From an optimization exercise on the open Yosys and OpenROAD flow, aimed at small area; shortcuts taken in it are not production practice. Where RTL was checked, it was by simulation tests only, not by an equivalence proof against the original. Power and IR drop assume default switching activity.

== run 1 ==
## TWireSerIntrfc
module TWireSerIntrfc #(
  parameter I2CCLK = 100,  
  parameter SYSCLK = 100,  
  parameter [7:0] SLAVE_RD_ADDR = 8'h21,  
  parameter [7:0] SLAVE_WR_ADDR = 8'h20   
)
(
  input         clk,
  input         async_rst,
  input         sync_rst,
  input         rw,
  input         valid_in,
  input  [15:0] reg_addr,
  input  [15:0] data_in,
  output        valid_out,
  output [15:0] data_out,
  output        busy,
  output        error,
  input         SDA_I,
  output        SDA_O,
  output        SDA_T,
  output        SCL
);
Size in the first run: about 260 cells after synthesis, about 44 flip-flops, ~60 I/O pins, ~2300 um^2 of cells after synthesis.
export LEC_CHECK = 0
export ABC_AREA = 1
export CAP_MARGIN = 20
export CORE_MARGIN = 2
export CORE_UTILIZATION = 65
export SLEW_MARGIN = 20
create_clock -name core_clock -period 10.0 [get_ports {clk}]
standard.sh (not shown) runs the stock make flow with config.mk's settings and CLKGATE_MAP_FILE= SYNTH_SCRIPT=/design/flow/synth_recipe.tcl, a recipe that flattens the netlist after the stock synthesis.
==> flow/flow/run.sh <==
#!/bin/bash
# The standard layout (standard.sh) with these changes:
#  - synthesis maps the logic with an area-oriented ABC script (flow/abc_area.script,
#    used through a copy of ORFS's scripts folder; registers are left as they are);
#  - combinational cells get their smallest drive strength after floorplan
#    (flow/downsize.tcl); later repair steps size up where needed;
#  - the port buffers use the smallest buffer cell;
#  - the clock tree uses the CTS arguments in flow/cts_args.
set -euo pipefail
rm -rf scripts_abc
cp -r "$FLOW_HOME/scripts" scripts_abc
cp flow/abc_area.script scripts_abc/abc_area.script
SCRIPTS_DIR="$PWD/scripts_abc" bash standard.sh synth > standard_synth.log 2>&1
export BUFFER_PORTS_ARGS="-buffer_cell sky130_fd_sc_hd__buf_1"
export CTS_ARGS="$(cat flow/cts_args)"
bash standard.sh floorplan > standard_floorplan.log 2>&1
ODB="orfs/results/${FLOW_PLATFORM}/TWireSerIntrfc/base/2_floorplan.odb" openroad -no_init -exit flow/downsize.tcl > downsize.log 2>&1
bash standard.sh > standard_finish.log 2>&1
==> flow/flow/abc_area.script <==
strash
balance
rewrite
refactor
balance
rewrite
rewrite -z
balance
refactor -z
rewrite -z
balance
dc2
dch -f
map -a
mfs2
map -a
topo
==> flow/flow/cts_args <==
-sink_clustering_enable -repair_clock_nets -buf_list sky130_fd_sc_hd__clkbuf_8 -sink_clustering_size 24 -sink_clustering_max_diameter 200 -dont_use_dummy_load
==> flow/flow/downsize.tcl <==
# Give every combinational cell of the synthesized netlist the smallest drive
# strength of its cell family; later repair steps size up where needed.
read_db $::env(ODB)
set block [ord::get_db_block]
set db [ord::get_db]
set saved 0.0
set n 0
foreach inst [$block getInsts] {
  set m [$inst getMaster]
  set name [$m getName]
  if {![regexp {^(sky130_fd_sc_hd__([a-z0-9]+))_([0-9]+)$} $name -> base fam drive]} { continue }
  if {[regexp {^(e?df|sdf|dl|lpflow|probe|tap|fill|decap|conb|diode)} $fam]} { continue }
  set best $m
  set barea [expr {[$m getWidth] * [$m getHeight]}]
  foreach d {0 1 2} {
    set c [$db findMaster "${base}_$d"]
    if {$c eq "NULL" || $c eq ""} { continue }
    set a [expr {[$c getWidth] * [$c getHeight]}]
    if {$a < $barea} { set best $c; set barea $a }
  }
  if {$best ne $m} {
    set old [expr {[$m getWidth] * [$m getHeight]}]
    if {[$inst swapMaster $best]} {
      set saved [expr {$saved + ($old - $barea) / 1e6}]
      incr n
      puts "[$inst getName]: $name -> [$best getName]"
    }
  }
}
puts "downsized $n cells, [format %.2f $saved] um2"
write_db $::env(ODB)
What run 2 does differently from run 1 at the input level:
==> flow/flow/cts_args <==
-repair_clock_nets -buf_list sky130_fd_sc_hd__clkbuf_8 -dont_use_dummy_load
-- flow/config.mk --
<<< run 1, line 11
export CORE_UTILIZATION = 65
>>> run 2, line 11
export CORE_UTILIZATION = 40
Results
Summary of run 2 over run 1: sequential power held steady, number of top-level pins held steady, fraction of power spent switching nets shrank by 0.23 points. Between run 2 and run 1, the non-filler instance count after layout is lower for run 1. Compared with run 1, run 2 shows a lower sum of internal, switching and leakage power. Higher detailed-route wire length was reported by run 1, not run 2. The worst hold slack of run 2 was inferior to that of run 1.
Here is what was changed in the inputs of run 3 compared with run 2.
==> flow/flow/cts_args <==
-sink_clustering_enable -repair_clock_nets -buf_list sky130_fd_sc_hd__clkbuf_8 -sink_clustering_size 24 -sink_clustering_max_diameter 200 -dont_use_dummy_load
Summary of run 3 over run 2: wire length of the first global-routing pass about even, die area essentially unchanged.
Compared with run 2, in run 3 clock-buffer cell count comparable, number of cells produced by synthesis comparable, number of iterations in the first detailed-routing pass comparable, worst relative slew slack comparable, worst hold slack comparable.
From run 2 to run 3 the numbers moved as follows: worst setup slack barely changed; sum of met3 wire segment lengths after detailed routing barely changed; number of library cell types mapped by synthesis neither gained nor lost much; global-route usage level.

========
Setup of 09-04:
The RTL this note starts from:
==> flow/design.v <==
module TWireSerIntrfc #(
  parameter I2CCLK = 100,  
  parameter SYSCLK = 100,  
  parameter [7:0] SLAVE_RD_ADDR = 8'h21,  
  parameter [7:0] SLAVE_WR_ADDR = 8'h20   
)
(
  input         clk,
  input         async_rst,
  input         sync_rst,
  input         rw,
  input         valid_in,
  input  [15:0] reg_addr,
  input  [15:0] data_in,
  output        valid_out,
  output [15:0] data_out,
  output        busy,
  output        error,
  input         SDA_I,
  output        SDA_O,
  output        SDA_T,
  output        SCL
);
  localparam [7:0] LMASK = 8'b11100001;
  localparam [7:0] LJ    = 8'b11100101;    
  localparam [7:0] LR    = 8'b01100101;    
  localparam [7:0] LL    = 8'b11001011;    
  localparam [7:0] MJT   = 8'b10011111;    
  localparam [7:0] MJD   = 8'b00111111;    
  localparam [7:0] LF    = 8'b10101110;    
  localparam [7:0] MF    = 8'b11110011;
  localparam [7:0] LV    = 8'b10111001;    
  localparam [7:0] MV    = 8'b11001111;
  localparam [4:0]
    WAIT   = 5'd3,    
    WAIT_E = 5'd1,    
    INIT_W = 5'd4,
    INIT_E = 5'd2,    
    SWS    = 5'd5,    
    SWA    = 5'd6,    
    RWAA   = 5'd7,
    SHRA   = 5'd8,
    RHRAA  = 5'd9,
    SLRA   = 5'd10,
    RLRAA  = 5'd11,
    SHD    = 5'd12,
    RHDA   = 5'd13,
    SLD    = 5'd14,
    RLDA   = 5'd15,
    STOP   = 5'd16,
    ERR    = 5'd0,
    INIT_R = 5'd18,
    SRS    = 5'd19,
    SRA    = 5'd20,
    RRAA   = 5'd21,
    RHD    = 5'd22,
    SHDA   = 5'd23,
    RLD    = 5'd24,
    SLDN   = 5'd25;
  reg [7:0]    tick, dly;
  reg          ticktock, sclk_sync, ivi, sclk, busy1;
  reg [4:0]    st, nst;
  reg [2:0]    bc;
  reg [15:0]   par;
  wire tj   = (tick & MJT) == (LJ & MJT);
  wire dj   = (dly & MJD) == (LJ & MJD);
  wire fe   = (tick & MF) == (LF & MF);
  wire re   = tj;
  wire idle = (st == WAIT) | (st == WAIT_E);
  wire sen  = ~(idle | (st == INIT_W) | (st == INIT_E));
  wire last = (bc == 3'd0) & ~sclk;
  wire ack  = par[0];
  always @(posedge clk or negedge async_rst) begin
    if (!async_rst) begin
      tick      <= LR;
      dly       <= LJ;
      ticktock  <= 1'b0;
      sclk_sync <= 1'b0;
      ivi       <= 1'b0;
      sclk      <= 1'b0;
      busy1     <= 1'b0;
    end else begin
      if (sync_rst) begin
        tick      <= LR;
        dly       <= LJ;
        ticktock  <= 1'b0;
        sclk_sync <= 1'b0;
        ivi       <= 1'b0;
        sclk      <= 1'b0;
        busy1     <= 1'b0;
      end else begin
        tick      <= {tick[6:0], ^(tick & LMASK) ^ tj};
        dly       <= sclk_sync ? LL : {dly[6:0], ^(dly & LMASK) ^ dj};
        ticktock  <= dj;
        sclk_sync <= valid_in & ~ivi;
        ivi       <= valid_in | (ivi & ~ticktock);
        if (re) sclk <= ~(sclk & sen);
        busy1     <= idle & (valid_in | busy1);
      end
    end
  end
  always @(*) begin
    nst = st;
    case (st)
      WAIT   : if (ivi) nst = INIT_W;
      WAIT_E : if (ivi) nst = INIT_E;
      INIT_W : nst = SWS;
      INIT_E : nst = SWS;
      SWS    : nst = SWA;
      SWA    : if (last) nst = RWAA;
      RWAA   : if (!sclk) nst = ack ? ERR : SHRA;
      SHRA   : if (last) nst = RHRAA;
      RHRAA  : if (!sclk) nst = ack ? ERR : SLRA;
      SLRA   : if (last) nst = RLRAA;
      RLRAA  : if (!sclk) nst = ack ? ERR : (rw ? INIT_R : SHD);
      SHD    : if (last) nst = RHDA;
      RHDA   : if (!sclk) nst = ack ? ERR : SLD;
      SLD    : if (last) nst = RLDA;
      RLDA   : if (!sclk) nst = ack ? ERR : STOP;
      STOP   : nst = WAIT;
      ERR    : nst = WAIT_E;
      INIT_R : nst = SRS;
      SRS    : nst = SRA;
      SRA    : if (last) nst = RRAA;
      RRAA   : if (!sclk) nst = ack ? ERR : RHD;
      RHD    : if (last) nst = SHDA;
      SHDA   : if (!sclk) nst = RLD;
      RLD    : if (last) nst = SLDN;
      SLDN   : if (!sclk) nst = STOP;
      default: nst = WAIT;
    endcase
  end
  wire counting = (st == SWA) | (st == SHRA) | (st == SLRA) | (st == SHD) |
                  (st == SLD) | (st == SRA)  | (st == RHD)  | (st == RLD);
  always @(posedge clk or negedge async_rst) begin
    if (!async_rst) begin
      st <= WAIT;
      bc <= 3'd7;
    end else if (sync_rst) begin
      st <= WAIT;
      bc <= 3'd7;
    end else if (fe) begin
      st <= nst;
      if (!counting)
        bc <= 3'd7;
      else if (!sclk)
        bc <= bc - 1'b1;
    end
  end
  always @(posedge clk) begin
    if (fe & sclk & (st != SHDA))
      par <= {par[14:0], SDA_I};
  end
  reg sdo, sdt;
  always @(*) begin
    sdt = 1'b0;
    sdo = 1'b0;
    case (st)
      SWA    : sdo = SLAVE_WR_ADDR[bc];
      SHRA   : sdo = reg_addr[{1'b1, bc}];
      SLRA   : sdo = reg_addr[{1'b0, bc}];
      SHD    : sdo = data_in[{1'b1, bc}];
      SLD    : sdo = data_in[{1'b0, bc}];
      SRA    : sdo = SLAVE_RD_ADDR[bc];
      SLDN   : sdo = 1'b1;
      SWS, SRS, SHDA, STOP, ERR : sdo = 1'b0;
      default: begin sdt = 1'b1; sdo = 1'b1; end
    endcase
  end
  assign SDA_T     = sdt;
  assign SDA_O     = sdo;
  assign SCL       = sclk;
  assign busy      = ~idle | busy1;
  assign error     = (st == WAIT_E) | (st == INIT_E);
  assign valid_out = ((tick & MV) == (LV & MV)) & (st == RLD) & (bc == 3'd0) & sclk;
  assign data_out  = par;
endmodule
==> flow/config.mk <==
export PLATFORM = sky130hd
export DESIGN_NAME = TWireSerIntrfc
export DESIGN_NICKNAME = TWireSerIntrfc
export VERILOG_FILES = /design/flow/design.v
export SDC_FILE = /design/flow/constraint.sdc
export NUM_CORES = 4
export LEC_CHECK = 0
export ABC_AREA = 1
export CAP_MARGIN = 20
export CORE_MARGIN = 2
export CORE_UTILIZATION = 40
export SLEW_MARGIN = 20
==> flow/constraint.sdc <==
create_clock -name core_clock -period 10.0 [get_ports {clk}]
set_input_delay 2.0000 -clock core_clock [delete_from_list [all_inputs] [get_ports {clk}]]
set_output_delay 2.0000 -clock core_clock [all_outputs]
set_load 0.01 [all_outputs]
==> flow/flow/run.sh <==
#!/bin/bash
# The standard layout, with: the smallest buffer cell for the port buffers,
# combinational cells reset to their smallest drive strength after floorplan,
# and a clock tree built from smaller clusters without dummy loads.
set -euo pipefail
export BUFFER_PORTS_ARGS="-buffer_cell sky130_fd_sc_hd__buf_1"
if [[ -f flow/cts_args ]]; then export CTS_ARGS="$(cat flow/cts_args)"; fi
bash standard.sh floorplan > standard_floorplan.log 2>&1
ODB=orfs/results/${FLOW_PLATFORM}/TWireSerIntrfc/base/2_floorplan.odb openroad -no_init -exit flow/downsize.tcl > downsize.log 2>&1
bash standard.sh > standard_finish.log 2>&1
Scripts as last shown in full above: flow/flow/downsize.tcl
Modified inputs, 09-18 compared to 09-04
==> flow/flow/cts_args (new file) <==
-sink_clustering_enable -repair_clock_nets -buf_list sky130_fd_sc_hd__clkbuf_8 -sink_clustering_size 24 -sink_clustering_max_diameter 200 -dont_use_dummy_load
[summary]
09-04 → 09-18: sequential share of layout area went up 0.51 points; multi-input combinational area share went up 0.48 points. 09-04 has a lower total wire length after detailed routing than 09-18. Part of the cycle the worst path needs: 09-18 vs 09-04, no meaningful difference. Cell count ends up higher on 09-04. In the reports for 09-18 and 09-04, the larger design area belongs to 09-04.
Function was not checked in any run of this note: the RTL went through the layout flow alone.

==> static timing again, ports no longer ideal <==
In the flow no input, the clock included, has a driving cell. The finished layouts below were timed again as built, in two steps.
Step 1 (the two cells are an assumption about what drives the block):
set clk [get_ports {clk}]
set_driving_cell -lib_cell sky130_fd_sc_hd__clkbuf_16 $clk
set_driving_cell -lib_cell sky130_fd_sc_hd__buf_2 [delete_from_list [all_inputs] $clk]
Step 2 adds t to the input delays and takes it off the output delays; t is the mean of the earliest and latest rising clock arrival at the registers after step 1. Input paths then give back, and output paths get back, about the clock's delay inside the block.
Three values: no drivers, after step 1, after step 2; two values: the first two.
run | t, ns | slack for setup (ns) | hold WS [ns] | worst setup path after step 2
run 1 | 0.303 | 4.724 / 4.697 / 4.856 | 0.435 / 0.435 / 0.435 | input to output
run 2 | 0.307 | 4.718 / 4.690 / 4.922 | 0.420 / 0.420 / 0.420 | input to output
run 3 | 0.307 | 4.718 / 4.690 / 4.922 | 0.420 / 0.420 / 0.420 | input to output
09-04 | 0.318 | 5.162 / 5.141 / 5.141 | 0.452 / 0.452 / 0.452 | input to output
09-18 | 0.312 | 5.161 / 5.139 / 5.139 | 0.438 / 0.438 / 0.438 | input to output
After both steps setup and hold are still met in every run listed. The setup slack of 09-18, which loses most, moves by -0.022 ns with the drivers and by -0.022 ns with both steps.
